This design comes from an exercise in tuning for small area on the open sky130 flow, not from production work.
The RTL was checked by simulation tests, not by an equivalence proof against the original design.
Power figures rest on the tool's default switching activity, not on a simulated workload.

[run.sh]
#!/bin/bash
# synth_recipe.tcl (not shown) runs the flow's synth.tcl, then flattens the netlist and writes it again
# the make line also repeats each setting of config.mk as NAME=value (left out here)
make -C /OpenROAD-flow-scripts/flow DESIGN_CONFIG=/design/flow/config.mk WORK_HOME=/design/flow/orfs CLKGATE_MAP_FILE= SYNTH_SCRIPT=/design/flow/synth_recipe.tcl finish
[config.mk]
export PLATFORM = sky130hd
export DESIGN_NAME = lte_hw_acc_scrambler
export DESIGN_NICKNAME = lte_hw_acc_scrambler
export VERILOG_FILES = /design/flow/design.v
export SDC_FILE = /design/flow/constraint.sdc
export NUM_CORES = 4
export LEC_CHECK = 0
export CAP_MARGIN = 20
export CORE_MARGIN = 2
export CORE_UTILIZATION = 45
export SLEW_MARGIN = 20
[constraint.sdc]
create_clock -name core_clock -period 3.6 [get_ports {clk}]
set_input_delay 0.7200 -clock core_clock [delete_from_list [all_inputs] [get_ports {clk}]]
set_output_delay 0.7200 -clock core_clock [all_outputs]
set_load 0.01 [all_outputs]
[design.v]
`timescale 1ns / 1ps
module lte_hw_acc_scrambler #(
    parameter IN_DATA_WIDTH = 1
)
(
    input  logic                         clk,
    input  logic                         ce,
    input  logic                         rstn,
    input  logic [3:0]                   sfn,         
    input [IN_DATA_WIDTH - 1 : 0]        s_data,      
    input                                s_valid,
    output                               s_ready,
    input                                in_sof,      
    input [7:0]                          in_lof,      
    input [4:0]                          cfg_addr,
    input [30:0]                         cfg_data,
    input                                cfg_wr,
    output [IN_DATA_WIDTH - 1 : 0]       m_data,
    output                               m_valid,
    input                                m_ready,
    output                               out_sof,     
    output [7:0]                         out_lof      
);
    logic [30:0]                    x_data_1;
    logic [30:0]                    x_data_2;
    logic [19:0] [30:0]             cfg_reg;         
    logic [7:0]                     counter;
    logic                           processing;      
    logic                           transfer;
    logic [30:0]                    effective_x1;
    logic [30:0]                    effective_x2;
    assign effective_x1 = (transfer && in_sof) ? cfg_reg[2 * sfn] : x_data_1;
    assign effective_x2 = (transfer && in_sof) ? cfg_reg[2 * sfn + 1] : x_data_2;
    always @(posedge clk) begin
        if(!rstn) begin
            for (int i = 0; i < 20; i++) begin
                if (i % 2 == 0) begin
                    cfg_reg[i] <= {30'b0, 1'b1};
                end
                else if (i % 2 == 1) begin
                    cfg_reg[i] <= (i >> 2) << 9;
                end
            end
        end
        if(cfg_wr && !processing) begin
            cfg_reg[cfg_addr] <= cfg_data;
        end
    end
    always_ff @(posedge clk) begin
        if (!rstn) begin
            x_data_1    <= 31'b0;
            x_data_2    <= 31'b0;
            processing  <= 1'b0;
            counter     <= 8'b0;
        end else if(ce) begin
            if (transfer) begin
                if (in_sof) begin
                    x_data_1 <= {effective_x1[0] ^ effective_x1[3], effective_x1[30:1]};
                    x_data_2 <= {effective_x2[0] ^ effective_x2[1] ^ effective_x2[2] ^ effective_x2[3], effective_x2[30:1]};
                    counter <= in_lof - 8'd1;
                    processing <= 1'b1;
                end else if (processing) begin
                    x_data_1 <= {x_data_1[0] ^ x_data_1[3], x_data_1[30:1]};
                    x_data_2 <= {x_data_2[0] ^ x_data_2[1] ^ x_data_2[2] ^ x_data_2[3], x_data_2[30:1]};
                    counter <= counter - 8'd1;
                    if (counter == 8'd1) begin 
                        processing <= 1'b0;
                    end
                end
            end
        end
    end
    assign m_data   = s_data ^ (effective_x1[0] ^ effective_x2[0]);
    assign transfer = s_valid && s_ready;
    assign s_ready  = m_ready;
    assign m_valid  = s_valid;
    assign out_lof  = in_lof;
    assign out_sof  = in_sof;
endmodule
==> notes.md <==
[cell usage after synthesis, types with 2 or more instances]
master and instances:
sky130_fd_sc_hd__nor3_2 7, sky130_fd_sc_hd__a22oi_1 5, sky130_fd_sc_hd__o21ai_0 313, sky130_fd_sc_hd__nor3_1 17
sky130_fd_sc_hd__nor2_1 92, sky130_fd_sc_hd__buf_2 39, sky130_fd_sc_hd__mux4_2 116, sky130_fd_sc_hd__nand2b_1 4
sky130_fd_sc_hd__xnor2_1 6, sky130_fd_sc_hd__o22ai_1 4, sky130_fd_sc_hd__nand3_1 13, sky130_fd_sc_hd__a211oi_1 4
sky130_fd_sc_hd__nand2_1 732, sky130_fd_sc_hd__o211ai_1 112, sky130_fd_sc_hd__a32o_1 185, sky130_fd_sc_hd__and2_1 2
sky130_fd_sc_hd__a31oi_1 12, sky130_fd_sc_hd__a21oi_1 129, sky130_fd_sc_hd__a2bb2oi_1 2, sky130_fd_sc_hd__clkbuf_1 262
sky130_fd_sc_hd__buf_1 22, sky130_fd_sc_hd__a22o_1 118, sky130_fd_sc_hd__mux2i_1 83, sky130_fd_sc_hd__o21a_1 2
sky130_fd_sc_hd__a221oi_1 10, sky130_fd_sc_hd__clkbuf_2 2, sky130_fd_sc_hd__ha_1 6, sky130_fd_sc_hd__dfxtp_1 691
sky130_fd_sc_hd__nand3b_1 2, sky130_fd_sc_hd__buf_4 32, sky130_fd_sc_hd__a21bo_2 3, sky130_fd_sc_hd__nor2b_1 4
sky130_fd_sc_hd__xor2_1 8, sky130_fd_sc_hd__o21bai_1 2, sky130_fd_sc_hd__or3_1 2, sky130_fd_sc_hd__and3_1 4
sky130_fd_sc_hd__inv_1 9
[area by class of cell]
type                    instances  area (µm²)
fillers                      5650       30430
flip-flops and latches        691       13830
multi-input cells            2015       13820
clock buffers                 102        2132
repair buffers                170        1827
well taps                     846        1059
clock inverters                19       162.7
inverters                      10       40.04
diodes                          2       5.005
[critical path, stage by stage]
cell                              delay, ns
sky130_fd_sc_hd__clkdlybuf4s50_1       0.48
sky130_fd_sc_hd__or3b_2                0.49
sky130_fd_sc_hd__nor3_1                0.24
sky130_fd_sc_hd__a221oi_2              0.07
sky130_fd_sc_hd__xor2_1                0.18
sky130_fd_sc_hd__xnor2_1               0.13
sky130_fd_sc_hd__dlymetal6s2s_1        0.17
[cells in the final DEF, fill, tap and decap left out, types with 4 or more instances in the layout]
cell type / count
sky130_fd_sc_hd__a211oi_1: 4
sky130_fd_sc_hd__a21oi_1: 127
sky130_fd_sc_hd__a221oi_1: 8
sky130_fd_sc_hd__a22o_1: 118
sky130_fd_sc_hd__a22oi_1: 5
sky130_fd_sc_hd__a31oi_1: 4
sky130_fd_sc_hd__a31oi_4: 8
sky130_fd_sc_hd__a32o_1: 185
sky130_fd_sc_hd__buf_12: 30
sky130_fd_sc_hd__buf_4: 73
sky130_fd_sc_hd__clkbuf_1: 15
sky130_fd_sc_hd__clkbuf_16: 78
sky130_fd_sc_hd__clkbuf_8: 10
sky130_fd_sc_hd__clkdlybuf4s50_1: 62
sky130_fd_sc_hd__clkinv_2: 14
sky130_fd_sc_hd__dfxtp_1: 691
sky130_fd_sc_hd__ha_1: 6
sky130_fd_sc_hd__inv_1: 7
sky130_fd_sc_hd__mux2i_1: 83
sky130_fd_sc_hd__mux4_2: 116
sky130_fd_sc_hd__nand2_1: 732
sky130_fd_sc_hd__nand3_1: 13
sky130_fd_sc_hd__nor2_1: 83
sky130_fd_sc_hd__nor2_4: 9
sky130_fd_sc_hd__nor3_1: 16
sky130_fd_sc_hd__nor3_4: 7
sky130_fd_sc_hd__o211ai_1: 112
sky130_fd_sc_hd__o21ai_0: 313
sky130_fd_sc_hd__o22ai_1: 4
sky130_fd_sc_hd__xnor2_1: 5
sky130_fd_sc_hd__xor2_1: 8
[routing by layer]
layer  vias to the layer above  global-route usage, %  routed length (µm)
met1                     11538                  34.59               37290
met3                       143                  4.433                6030
met2                       828                  41.08               39270
li1                      10834                      -                   -
met4                         0                  7.370                2127
met5                         -                      0                   0
[power groups by stage]
stage / Clock, W / Combinational, W / Sequential (W)
after floorplan: 0 / 0.000781 / 0.00799
after global placement: 0 / 0.00125 / 0.00800
after detailed placement: 0 / 0.00127 / 0.00801
after CTS: 0.00743 / 0.00127 / 0.00784
after global routing: 0.00774 / 0.00136 / 0.00786
final: 0.00730 / 0.00128 / 0.00785
[path summary, 6_finish.rpt]
check	from	to	depth (start not counted)
worst min-delay path	x_data_1[6]	x_data_1[6]	2
worst max register to register	processing	cfg_reg[175]	6
worst min register to register	x_data_1[6]	x_data_1[6]	2
worst max-delay path	sfn[3]	m_data[0]	7
[per-stage QoR]
step           utilization (%)  worst slack [ns]
3_3_place_gp             48.28          -0.06065
3_5_place_dp             48.28           0.01980
4_1_cts                  51.91           0.01250
2_1_floorplan                -            0.6649
6_report                 51.94            0.3956
5_1_grt                  51.93            0.3122
[cell families (layout without fill, tap and decap cells)]
logic type,Yosys count,in the layout,synth area share (%)
AOI/OAI and AO/OA,907,907,21.89
and+or+nand+nor,886,886,12.11
DFF,691,691,47.87
buffers and inverters,367,301,5.360
muxes,200,200,11.95
xor gates and xnor gates,16,16,0.5586
adders and majority gates,6,6,0.2598
other,0,2,0
==> notes.md <==
- The register-to-register setup slack is 1.05 ns.
- The count of H-tree levels built during CTS is 3.
- The register with the most flip-flops in the layout has 620 of them.
- The aggregate negative setup slack is 0 ns.
- The via count is 23343.
- After synthesis, the cell types taking the most area are sky130_fd_sc_hd__dfxtp_1, sky130_fd_sc_hd__nand2_1, sky130_fd_sc_hd__mux4_2, sky130_fd_sc_hd__a32o_1, sky130_fd_sc_hd__o21ai_0.
- The number of max-slew violations in the final report came to 0.
- The net count of the finished layout is 3023.
- The finished layout holds 3855 standard cells, fillers aside.
- The setup path with the least slack is of type in2out.
- The total net switching power is 0.003964 W.
- Based on the critical path, the design can be clocked at up to 0.3121 GHz.
- Once layout is done, the placed cells without fillers occupy 32880 µm².
- The cell count after synthesis is 3073.
- The clock tree skew after final layout is 0.01836 ns.
- After legalization and detailed placement, the total HPWL measured 48.42 mm.
- The number of warnings printed during yosys synthesis is 1.
- Buffers placed on the I/O ports in this run total 67.
- Net switching is 24.13% of the power.
- Dividing the detail-routed wire length by the instance count gives 21.98 µm.
- The total iterations of the first detailed-routing run is 5.
- After clock tree synthesis, the flow added hold-fix buffers numbering 0.
- Compared with the post-synthesis result, the final layout area differs by 13.79%.
- The share of total power dissipated in combinational logic is 7.8%.
- The clock passes through at most 3 buffers.
- Summed over all instances, the cell type with the most area after synthesis is sky130_fd_sc_hd__dfxtp_1.
- After detailed routing, the number of vias per cell comes to 6.055.
- In this run the cell area measured after placement is 30570 µm².
- The root buffer cell chosen for the clock tree is sky130_fd_sc_hd__clkbuf_16.
- The via count of the first global-routing pass is 23007.
- The design draws 0.01643 W.
- In this run, CTS created clock tree buffers numbering 73.
- During I/O placement, the number of pins put on the boundary was 68.
- The die width is 257.4 µm.
- The headroom to the max-slew limit is 21.66%.
- For this run, design rule violations remaining after detail routing come to 0.
- The post-placement cell count is 3732.
- CTS saw 691 sinks.
- Measured along the y axis, the die boundary spans 257.4 µm.
- After clock tree synthesis, the clock-pin slew on the worst setup and hold paths is 0.06 ns.
- The layout cell share with drive strength beyond 1 is 12.60%.
- The initial utilization of the core area, before any placement, comes to 45.64%.
- The run finished with no timing, DRC or antenna violations.
- Sequential cells were found to cover 47.87% of the synthesized design area.
- The data arrival time of the critical path is 2.48 ns.
- For the pin with the worst max-slew slack, the measured transition is 1.173 ns.
- The share of synthesized registers carrying an async set or reset is 0%.
- The predominant post-synthesis flop cell is sky130_fd_sc_hd__dfxtp_1.
- The last weighted congestion value of the routability-driven placer is 0.8223.
- The internal power summed over all cells is 0.01246 W.
- The flop and latch count out of synthesis is 691.
- The die covers 66260 µm².
- After clock tree synthesis, the setup repair step added 0 buffers.
- STA classifies the critical path endpoint as an output pin.
- The count of distinct cell types in the synthesized netlist is 54.
- The placeable core region is 63310 µm².
- The number of antenna violations at the first check in global routing is 1.
- Power spread over the standard cell area amounts to 499.6 nW/µm².
- The later-pin clock latency in the skew report is 0.61 ns.
- The detail route stage leaves a number of antenna-violating nets equal to 0.
- The relative contribution of the clock network to total power is 44.4%.
- The hold slack is 0.4550 ns.
- Setup violations remaining at the end of the flow were counted as 0.
- Setup repair after global routing left no endpoint under its margin.
- The total nets after synthesis is 3135.
- The data required time at the worst endpoint is 2.88 ns.
- The sequential fraction of design power is 47.8%.
- The number of resized instances in the post-cts repair step is 0.
- The largest net degree at the start of global routing is 207.
- The total overflow left after global routing is 0.
- The synthesized design contains 0 enable-type register cells.
- Of the available clock period, the critical path in the final layout requires 89.01%.
- Global routing used 25.30% of the available tracks.
- The synthesized design devotes to its leading area cell type 47.87% of total area.
- The routed design has 84.72 mm of wire.
- The leakage component of the power is 11.07 nW.
- The time the final worst path needs with I/O delays and setup is 3.204 ns.
- IR analysis of the VDD net gives a maximum drop of 0.3627 mV.
- The number of maximum-capacitance constraint violations is 0.
- Averaged over all synthesized cells, the footprint is 9.403 µm².
- The path class of the tightest hold or removal check is reg2reg.
- The first-pass GRT wire length is 132.7 mm.
- The worst-path maximum fanout is 3.
- TritonCTS built the clock tree.
- The final hold violation count is 0.
- The cell row count is 92.
- STA classifies the critical path startpoint as an input pin.
- After synthesis the cells add up to 28900 µm².
- The detailed router finished its first iteration with 1890 violations.

port drivers added, routing unchanged:
In the flow no input, the clock included, has a driving cell. The finished layout below was timed again as built, in two steps.
Step 1 assumes that a clkbuf_16 drives the clock port and a buf_2 every other input.
Step 2 adds t to the input delays and takes it off the output delays; t is the mean of the earliest and latest rising clock arrival at the registers after step 1. Input paths then give back, and output paths get back, about the clock's delay inside the block.
a / b / c = no drivers / after step 1 / after step 2; a / b = the first two.
t, ns: 0.664
setup WS [ns]: 0.396 / 0.364 / 0.111
hold slack, ns: 0.455 / 0.455 / 0.455
worst data-port slew with drivers (ns): 0.09
cell pins on the clock port's net: 1
After both steps setup and hold are still met in this run. For this run, drivers alone change the setup slack by -0.032 ns; drivers and shift together by -0.285 ns.
